This design comes from an exercise in tuning for a short achievable clock period and few clock cycles on the open sky130 flow, not from production work.
Only simulation tests tie the RTL to the original design; equivalence was not proved.

==> run a: inputs <==
==> flow/design.v (excerpt) <==
module riscv_top #(
  parameter PC_INIT = 32'h8000_0000
) (
  input wire clk,
  input wire rst_n,
  output wire [31:0] imem_addr,
  input wire [31:0] imem_rdata,
  output wire [31:0] dmem_addr,
  input wire [31:0] dmem_rdata,
  output wire dmem_we,
  output wire [31:0] dmem_wdata,
  output wire [31:0] reg4
);
  logic [31:0] pc_f;
  logic [31:0] pc_o;             
  logic        d_valid;
  logic [31:0] d_ir;
  logic [31:0] d_pc;
  logic        d_fred;           
  logic        d_auok;           
  logic [31:0] d_rs1_pre;        
  logic [31:0] d_rs2_pre;
  logic        d_alt_ok;         
  logic        e_res;            
  logic        d_wsel1, d_wsel2;  
  logic        d_ehit1, d_ehit2;  
  logic        d_esel1, d_esel2;  
  logic [31:0] reg4_q;
  logic        e_valid;
  logic [31:0] e_pc;
  logic [31:0] e_a, e_b;         
  logic        e_fwd_a, e_fwd_b;  
  logic [31:0] e_sd;             
  logic        e_fwd_sd;
  logic [2:0]  e_f3;
  logic        e_sub, e_sra;
  logic        e_we;
  logic [4:0]  e_rd;
  logic        e_early;           
  logic [31:0] e_early_val;
  logic        e_alu, e_load, e_store, e_br, e_csr, e_ecall, e_csr_imm;
  logic [4:0]  e_csr_sel;         
  logic [4:0]  e_zimm;
  logic        e_pred;            
  logic [31:0] e_alt;             
  logic        e_alt_ok;          
  logic [31:0] e_addr;            
  logic        w_valid;
  logic        w_we;
  logic [4:0]  w_rd;
  logic [31:0] w_result;
  logic [31:0] dm_addr_q, dm_wdata_q;
  logic        dm_we_q;
  logic        sb_v;              
  logic [31:0] sb_a, sb_d;
  logic [31:0] regs [1:31];
  logic [31:0] mstatus, mtvec, mscratch, mepc, mcause;
  ...
Settings: LEC_CHECK=0, CAP_MARGIN=20, CELL_PAD_IN_SITES_DETAIL_PLACEMENT=1, CELL_PAD_IN_SITES_GLOBAL_PLACEMENT=1, CORE_MARGIN=2, CORE_UTILIZATION=40, SLEW_MARGIN=20, SYNTH_HIERARCHICAL=1; clock period 16.0 ns.
standard.sh (not shown) runs the stock make flow with config.mk's settings and CLKGATE_MAP_FILE= SYNTH_SCRIPT=/design/flow/synth_recipe.tcl, a recipe that flattens the netlist after the stock synthesis.
==> flow/flow/run.sh <==
#!/bin/bash
# Standard layout (the standard flow's own synthesis and ORFS steps), with timing repair
# aimed below the clock period: repair_timing treats paths with less than
# SETUP_SLACK_MARGIN of slack as violating. The SDC is the standard flow's, unchanged.
set -uo pipefail
bash standard.sh SETUP_SLACK_MARGIN=12.2 finish > standard_flow.log 2>&1
status=$?
cp -r orfs/logs . 2>/dev/null || true
exit $status
==> run b (differences from run a) <==
==> flow/flow/run.sh (replaced) <==
#!/bin/bash
# Standard layout (the standard flow's own synthesis and ORFS steps), with timing repair
# aimed below the clock period: repair_timing treats paths with less than
# SETUP_SLACK_MARGIN of slack as violating. The SDC is the standard flow's, unchanged.
set -uo pipefail
bash standard.sh SETUP_SLACK_MARGIN=11.5 finish > standard_flow.log 2>&1
status=$?
cp -r orfs/logs . 2>/dev/null || true
exit $status
--- a/flow/config.mk
+++ b/flow/config.mk
@@ -6,9 +6,9 @@
 export NUM_CORES = 4
 export LEC_CHECK = 0
 export CAP_MARGIN = 20
 export CELL_PAD_IN_SITES_DETAIL_PLACEMENT = 1
 export CELL_PAD_IN_SITES_GLOBAL_PLACEMENT = 1
 export CORE_MARGIN = 2
-export CORE_UTILIZATION = 40
+export CORE_UTILIZATION = 35
 export SLEW_MARGIN = 20
 export SYNTH_HIERARCHICAL = 1
==> run c (differences from run a) <==
--- a/flow/design.v
+++ b/flow/design.v
@@ -48,14 +48,12 @@
   logic        w_valid;
   logic        w_we;
   logic [4:0]  w_rd;
   logic [31:0] w_result;
   logic [31:0] dm_addr_q, dm_wdata_q;
   logic        dm_we_q;
-  logic        sb_v;              
-  logic [31:0] sb_a, sb_d;
   logic [31:0] regs [1:31];
   logic [31:0] mstatus, mtvec, mscratch, mepc, mcause;
   assign imem_addr = pc_o;
   assign dmem_addr = dm_addr_q;
   assign dmem_we = dm_we_q;
   assign dmem_wdata = dm_wdata_q;
@@ -103,13 +101,13 @@
   wire [31:0] auipc_val = {au_hi, d_pc[11:0]};
   wire [19:0] au_hi_p = au_sp[19:0];
   wire [19:0] au_hi_m = au_sm[19:0];
   wire d_need_base = d_load || d_store || (d_jalr && !d_fred);
   wire d_stall = d_valid && (
       (d_need_base && e_hit1) ||
-      ((d_load || d_narrow) && e_valid && e_store && sb_v) ||
+      ((d_load || d_narrow) && e_valid && e_store) ||
       (d_ecall && e_valid && e_csr && e_csr_sel[1]));
   wire d_pred = d_br && d_ir[31];
   wire [31:0] d_alt = d_pred ? d_pc4 : bj_target;
   wire d_same = d_rs1 == d_rs2;
   wire s1e = d_esel1;
   wire s1w = !d_esel1 && d_wsel1;
@@ -287,37 +285,45 @@
   wire [31:0] f_rs1_alt = (wr_now && w_rd == fb_idx) ? w_result : fb_idx == 5'd0 ? 32'd0 : regs[fb_idx];
   wire [31:0] f_rs2_main = (wr_now && w_rd == fc_idx) ? w_result : fc_idx == 5'd0 ? 32'd0 : regs[fc_idx];
   wire [31:0] f_rs2_alt = (wr_now && w_rd == fd_idx) ? w_result : fd_idx == 5'd0 ? 32'd0 : regs[fd_idx];
   wire e_wr = e_valid && e_we;
   wire f_br = f_op == 7'b1100011;
   wire [31:0] pc_f4 = pc_f + 32'd4;
-  wire [32:0] ov_d;
-  add_w #(32) ov_sub(.a(e_addr), .b(~sb_a), .cin(1'b1), .s(ov_d));
-  wire ov = (ov_d[31:2] == 30'd0) || (ov_d[31:2] == {30{1'b1}} && ov_d[1:0] != 2'b00);
-  wire e_narrow = e_store && e_f3[1:0] != 2'b10;
-  wire replay = e_valid && (e_load || e_narrow) && sb_v && ov;
-  wire new_st_c = e_valid && e_store;             
-  wire new_st = new_st_c && !replay;
-  wire dm_agu = d_valid && (d_load || d_narrow);
-  wire sbw = sb_v && (new_st_c || !dm_agu);       
-  wire direct = !sb_v && new_st_c && !dm_agu;     
-  wire er = e_redirect || replay;
-  wire f_ok = !er && !d_stall && !d_mis && !d_redirect;
-  wire [10:0] pc_sel = {f_ok && !f_redirect, f_ok && f_ecall, f_ok && f_jr0, f_ok && f_jalr,
-                        f_ok && f_bwd, f_ok && f_jal, !er && !d_stall && !d_mis && d_redirect,
-                        !er && d_stall, !er && d_mis, e_redirect, replay};
-  wire [31:0] t_e = e_alt_ok ? e_alt + 32'd4 : e_alt;
-  wire [31:0] t_dm = d_alt + 32'd4;
+  wire f_ok = !e_redirect && !d_stall && !d_mis && !d_redirect;
+  logic [31:0] npc_other;
+  always_comb begin
+    if (e_redirect)
+      npc_other = e_alt_ok ? e_alt + 32'd4 : e_alt;
+    else if (d_stall)
+      npc_other = pc_f;
+    else if (d_mis)
+      npc_other = d_alt + 32'd4;
+    else if (d_redirect)
+      npc_other = d_target;
+    else
+      npc_other = pc_f4;
+  end
+  wire s_jal = f_ok && f_jal;
+  wire s_br = f_ok && f_bwd;
+  wire s_jalr = f_ok && f_jalr;
+  wire s_jr0 = f_ok && f_jr0;
+  wire s_ecall = f_ok && f_ecall;
+  wire s_other = !(f_ok && f_redirect);
   wire [31:0] pc_next, pc_next_o;
-  oh_mux #(11) pcm(.t({pc_f4, mtvec, d_early_val, f_t_jalr, f_t_br, f_t_jal, d_target, pc_f,
-                      t_dm, t_e, e_pc}), .sel(pc_sel), .out(pc_next));
-  oh_mux #(11) pcm_o(.t({pc_f4, mtvec, d_early_val, f_t_jalr_o, f_t_br_o, f_t_jal_o, d_target,
-                        pc_f, t_dm, t_e, e_pc}), .sel(pc_sel), .out(pc_next_o));
-  wire dm_keep_e = sbw || direct;
+  pc_mux pcm(.t_jal(f_t_jal), .t_br(f_t_br), .t_jalr(f_t_jalr), .t_ecall(mtvec),
+             .t_jr0(d_early_val), .s_jr0(s_jr0),
+             .t_other(npc_other), .s_jal(s_jal), .s_br(s_br), .s_jalr(s_jalr),
+             .s_ecall(s_ecall), .s_other(s_other), .out(pc_next));
+  pc_mux pcm_o(.t_jal(f_t_jal_o), .t_br(f_t_br_o), .t_jalr(f_t_jalr_o), .t_ecall(mtvec),
+               .t_jr0(d_early_val), .s_jr0(s_jr0),
+               .t_other(npc_other), .s_jal(s_jal), .s_br(s_br), .s_jalr(s_jalr),
+               .s_ecall(s_ecall), .s_other(s_other), .out(pc_next_o));
+  wire dm_keep_e = e_valid && e_store;
+  wire dm_agu = d_valid && (d_load || d_narrow);
   wire dm_ealt = d_valid && d_br && !d_res;
-  wire [31:0] dm_other = sbw ? sb_a : direct ? e_addr : dm_agu ? agu : d_alt;
+  wire [31:0] dm_other = dm_keep_e ? e_addr : dm_agu ? agu : d_alt;
   wire dm_sel_f = !(dm_keep_e || dm_agu || dm_ealt);
   wire [31:0] dm_next;
   pc_mux dmm(.t_jal(pc_f4), .t_br(f_t_br_d), .t_jalr(32'd0), .t_ecall(32'd0),
              .t_jr0(32'd0), .s_jr0(1'b0),
              .t_other(dm_other), .s_jal(dm_sel_f && fi[31]), .s_br(dm_sel_f && !fi[31]),
              .s_jalr(1'b0), .s_ecall(1'b0), .s_other(!dm_sel_f), .out(dm_next));
@@ -327,32 +333,27 @@
       pc_f <= PC_INIT;
       pc_o <= PC_INIT;
       d_valid <= 1'b0;
       e_valid <= 1'b0;
       w_valid <= 1'b0;
       dm_we_q <= 1'b0;
-      sb_v <= 1'b0;
     end else begin
       pc_f <= pc_next;
       pc_o <= pc_next_o;
-      if (er)
-        d_valid <= e_redirect && e_alt_ok;
+      if (e_redirect)
+        d_valid <= e_alt_ok;
       else if (d_stall) begin
       end else if (d_mis)
         d_valid <= 1'b1;
       else if (d_redirect)
         d_valid <= 1'b0;
       else
         d_valid <= 1'b1;
-      e_valid <= d_adv && !er;
-      w_valid <= e_valid && !replay;
-      dm_we_q <= sbw || (direct && !replay);
-      if (sbw)
-        sb_v <= new_st;
-      else if (new_st && !direct)
-        sb_v <= 1'b1;
+      e_valid <= d_adv && !e_redirect;
+      w_valid <= e_valid;
+      dm_we_q <= e_valid && e_store;
     end
   end
   always_ff @(posedge clk) begin
     if (e_redirect) begin
       d_ir <= dmem_rdata;
       d_pc <= e_alt;
@@ -387,14 +388,14 @@
       d_wsel2 <= e_wr && e_rd == fc_idx;
     end
     d_ehit1 <= d_valid && !d_stall && !e_redirect && d_we && d_rd == fa_idx;
     d_ehit2 <= d_valid && !d_stall && !e_redirect && d_we && d_rd == fc_idx;
     d_esel1 <= d_valid && !d_stall && !e_redirect && d_we && d_early && d_rd == fa_idx;
     d_esel2 <= d_valid && !d_stall && !e_redirect && d_we && d_early && d_rd == fc_idx;
-    d_alt_ok <= !er && !d_stall && !d_mis && f_br &&
-                !dm_keep_e &&
+    d_alt_ok <= !e_redirect && !d_stall && !d_mis && f_br &&
+                !(e_valid && e_store) &&
                 !(d_valid && (d_load || d_narrow)) &&
                 !(d_valid && d_br && !d_res);
   end
   always_ff @(posedge clk) begin
     e_pc <= d_pc;
     e_a <= rv1;
@@ -420,22 +421,18 @@
     e_csr_sel <= {d_ir[31:20] == 12'h342, d_ir[31:20] == 12'h341, d_ir[31:20] == 12'h340,
                   d_ir[31:20] == 12'h305, d_ir[31:20] == 12'h300};
     e_zimm <= d_rs1;
     e_pred <= d_pred;
     e_alt <= d_alt;
     e_res <= d_res;
-    e_alt_ok <= !dm_keep_e;
+    e_alt_ok <= !(e_valid && e_store);
     e_addr <= agu;
   end
   always_ff @(posedge clk) begin
     dm_addr_q <= dm_next;
-    dm_wdata_q <= sbw ? sb_d : st_val;
-    if (new_st_c && !direct) begin
-      sb_a <= e_addr;
-      sb_d <= st_val;
-    end
+    dm_wdata_q <= st_val;
   end
   always_ff @(posedge clk) begin
     w_we <= e_we;
     w_rd <= e_rd;
     w_result <= e_result;
   end
@@ -492,38 +489,14 @@
   input wire s,
   input wire [W-1:0] hi,
   input wire [W-1:0] hi_p,
   input wire [W-1:0] hi_m,
   output wire [W-1:0] out
 );
-  wire [W-1:0] with_c, without_c;
-  sel_s #(W) by_s(.s(s), .hi(hi), .hi_p(hi_p), .hi_m(hi_m), .with_c(with_c),
-                  .without_c(without_c));
-  sel_c #(W) by_c(.c(c), .with_c(with_c), .without_c(without_c), .out(out));
-endmodule
-module sel_s #(
-  parameter int W = 20
-) (
-  input wire s,
-  input wire [W-1:0] hi,
-  input wire [W-1:0] hi_p,
-  input wire [W-1:0] hi_m,
-  output wire [W-1:0] with_c,
-  output wire [W-1:0] without_c
-);
-  assign with_c = s ? hi : hi_p;
-  assign without_c = s ? hi_m : hi;
-endmodule
-module sel_c #(
-  parameter int W = 20
-) (
-  input wire c,
-  input wire [W-1:0] with_c,
-  input wire [W-1:0] without_c,
-  output wire [W-1:0] out
-);
+  wire [W-1:0] with_c = s ? hi : hi_p;
+  wire [W-1:0] without_c = s ? hi_m : hi;
   assign out = c ? with_c : without_c;
 endmodule
 module add_w #(
   parameter int W = 32
 ) (
   input wire [W-1:0] a,
@@ -590,59 +563,12 @@
   input wire [31:0] a,
   input wire [31:0] b,
   output wire eq,
   output wire lt,
   output wire ltu
 );
-  logic [30:0] l0, e0;
-  logic [15:0] l1, e1;
-  logic [7:0] l2, e2;
-  logic [3:0] l3, e3;
-  logic [1:0] l4, e4;
-  logic l5, e5;
-  always_comb begin
-    for (int i = 0; i < 31; i++) begin
-      l0[i] = !a[i] & b[i];
-      e0[i] = !(a[i] ^ b[i]);
-    end
-    for (int i = 0; i < 16; i++) begin
-      if (2 * i + 1 < 31) begin
-        l1[i] = l0[2 * i + 1] | (e0[2 * i + 1] & l0[2 * i]);
-        e1[i] = e0[2 * i + 1] & e0[2 * i];
-      end else begin
-        l1[i] = l0[2 * i];
-        e1[i] = e0[2 * i];
-      end
-    end
-    for (int i = 0; i < 8; i++) begin
-      l2[i] = l1[2 * i + 1] | (e1[2 * i + 1] & l1[2 * i]);
-      e2[i] = e1[2 * i + 1] & e1[2 * i];
-    end
-    for (int i = 0; i < 4; i++) begin
-      l3[i] = l2[2 * i + 1] | (e2[2 * i + 1] & l2[2 * i]);
-      e3[i] = e2[2 * i + 1] & e2[2 * i];
-    end
-    for (int i = 0; i < 2; i++) begin
-      l4[i] = l3[2 * i + 1] | (e3[2 * i + 1] & l3[2 * i]);
-      e4[i] = e3[2 * i + 1] & e3[2 * i];
-    end
-    l5 = l4[1] | (e4[1] & l4[0]);
-    e5 = e4[1] & e4[0];
-  end
-  wire e31 = !(a[31] ^ b[31]);
-  assign eq = e31 & e5;
-  assign ltu = (!a[31] & b[31]) | (e31 & l5);
-  assign lt = (a[31] & !b[31]) | (e31 & l5);
-endmodule
-module oh_mux #(
-  parameter int N = 2
-) (
-  input wire [32*N-1:0] t,
-  input wire [N-1:0] sel,
-  output logic [31:0] out
-);
-  always_comb begin
-    out = 32'd0;
-    for (int i = 0; i < N; i++)
-      out = out | ({32{sel[i]}} & t[32*i +: 32]);
-  end
+  wire [32:0] d;
+  add_w #(32) sub(.a(a), .b(~b), .cin(1'b1), .s(d));
+  assign eq = a == b;
+  assign ltu = !d[32];
+  assign lt = (a[31] ^ b[31]) ? a[31] : !d[32];
 endmodule
==> flow/flow/run.sh (replaced) <==
#!/bin/bash
# Standard layout (the standard flow's own synthesis and ORFS steps), with timing repair
# aimed below the clock period: repair_timing treats paths with less than
# SETUP_SLACK_MARGIN of slack as violating. The SDC is the standard flow's, unchanged.
set -uo pipefail
bash standard.sh SETUP_SLACK_MARGIN=11.5 finish > standard_flow.log 2>&1
status=$?
cp -r orfs/logs . 2>/dev/null || true
exit $status
==> run d (differences from run a) <==
==> flow/flow/run.sh (replaced) <==
#!/bin/bash
# Standard layout (the standard flow's own synthesis and ORFS steps), with timing repair
# aimed below the clock period: repair_timing treats paths with less than
# SETUP_SLACK_MARGIN of slack as violating. The SDC is the standard flow's, unchanged.
set -uo pipefail
bash standard.sh SETUP_SLACK_MARGIN=11.0 finish > standard_flow.log 2>&1
status=$?
cp -r orfs/logs . 2>/dev/null || true
exit $status
==> comparison <==
Clock-buffer cell count: run c > run b > run d > run a.
In area after synthesis, run a and run d do not differ.
Global-route usage: run b < run d < run c < run a.
Between run a and run d, the lower final area is in run d (gap about 9%, measured against run d).
The highest non-clock buffer count belongs to run a, the lowest to run d.
Between run a and run b, the lower critical path depth is in run b (gap 2).
The lowest first-iteration DRC count belongs to run d, the highest to run a.
Testbench counts of run a, summed over its fixed seeds: cycles 79,634.
Testbench counts of run b, summed over its fixed seeds: cycles 79,634.
Testbench counts of run c, summed over its fixed seeds: cycles 80,602.
Testbench counts of run d, summed over its fixed seeds: cycles 79,634.

## what the ideal ports hide
Ports are ideal in the flow. The routed layouts listed here were re-timed in OpenROAD. Step 1 assumes that a clkbuf_16 drives the clock port and a buf_2 every other input. Step 2, shift: input delay + t, output delay - t, t = (earliest + latest rising clock arrival at the registers) / 2. This alone moves slack from input paths to output paths. a / b / c = ideal / step 1 / step 2; a / b = the first two.
run	shift t [ns]	slack for setup (ns)	worst setup path at the end
run a	1.086	10.301 / 10.162 / 9.076	input to register
run b	1.127	10.450 / 10.298 / 9.170	input to register
run c	1.062	10.463 / 10.463 / 9.528	input to register
run d	1.075	10.254 / 10.254 / 9.322	input to register
After both steps setup and hold are still met in every run listed. For run b, which loses most, drivers alone change the setup slack by -0.152 ns; drivers and shift together by -1.280 ns.
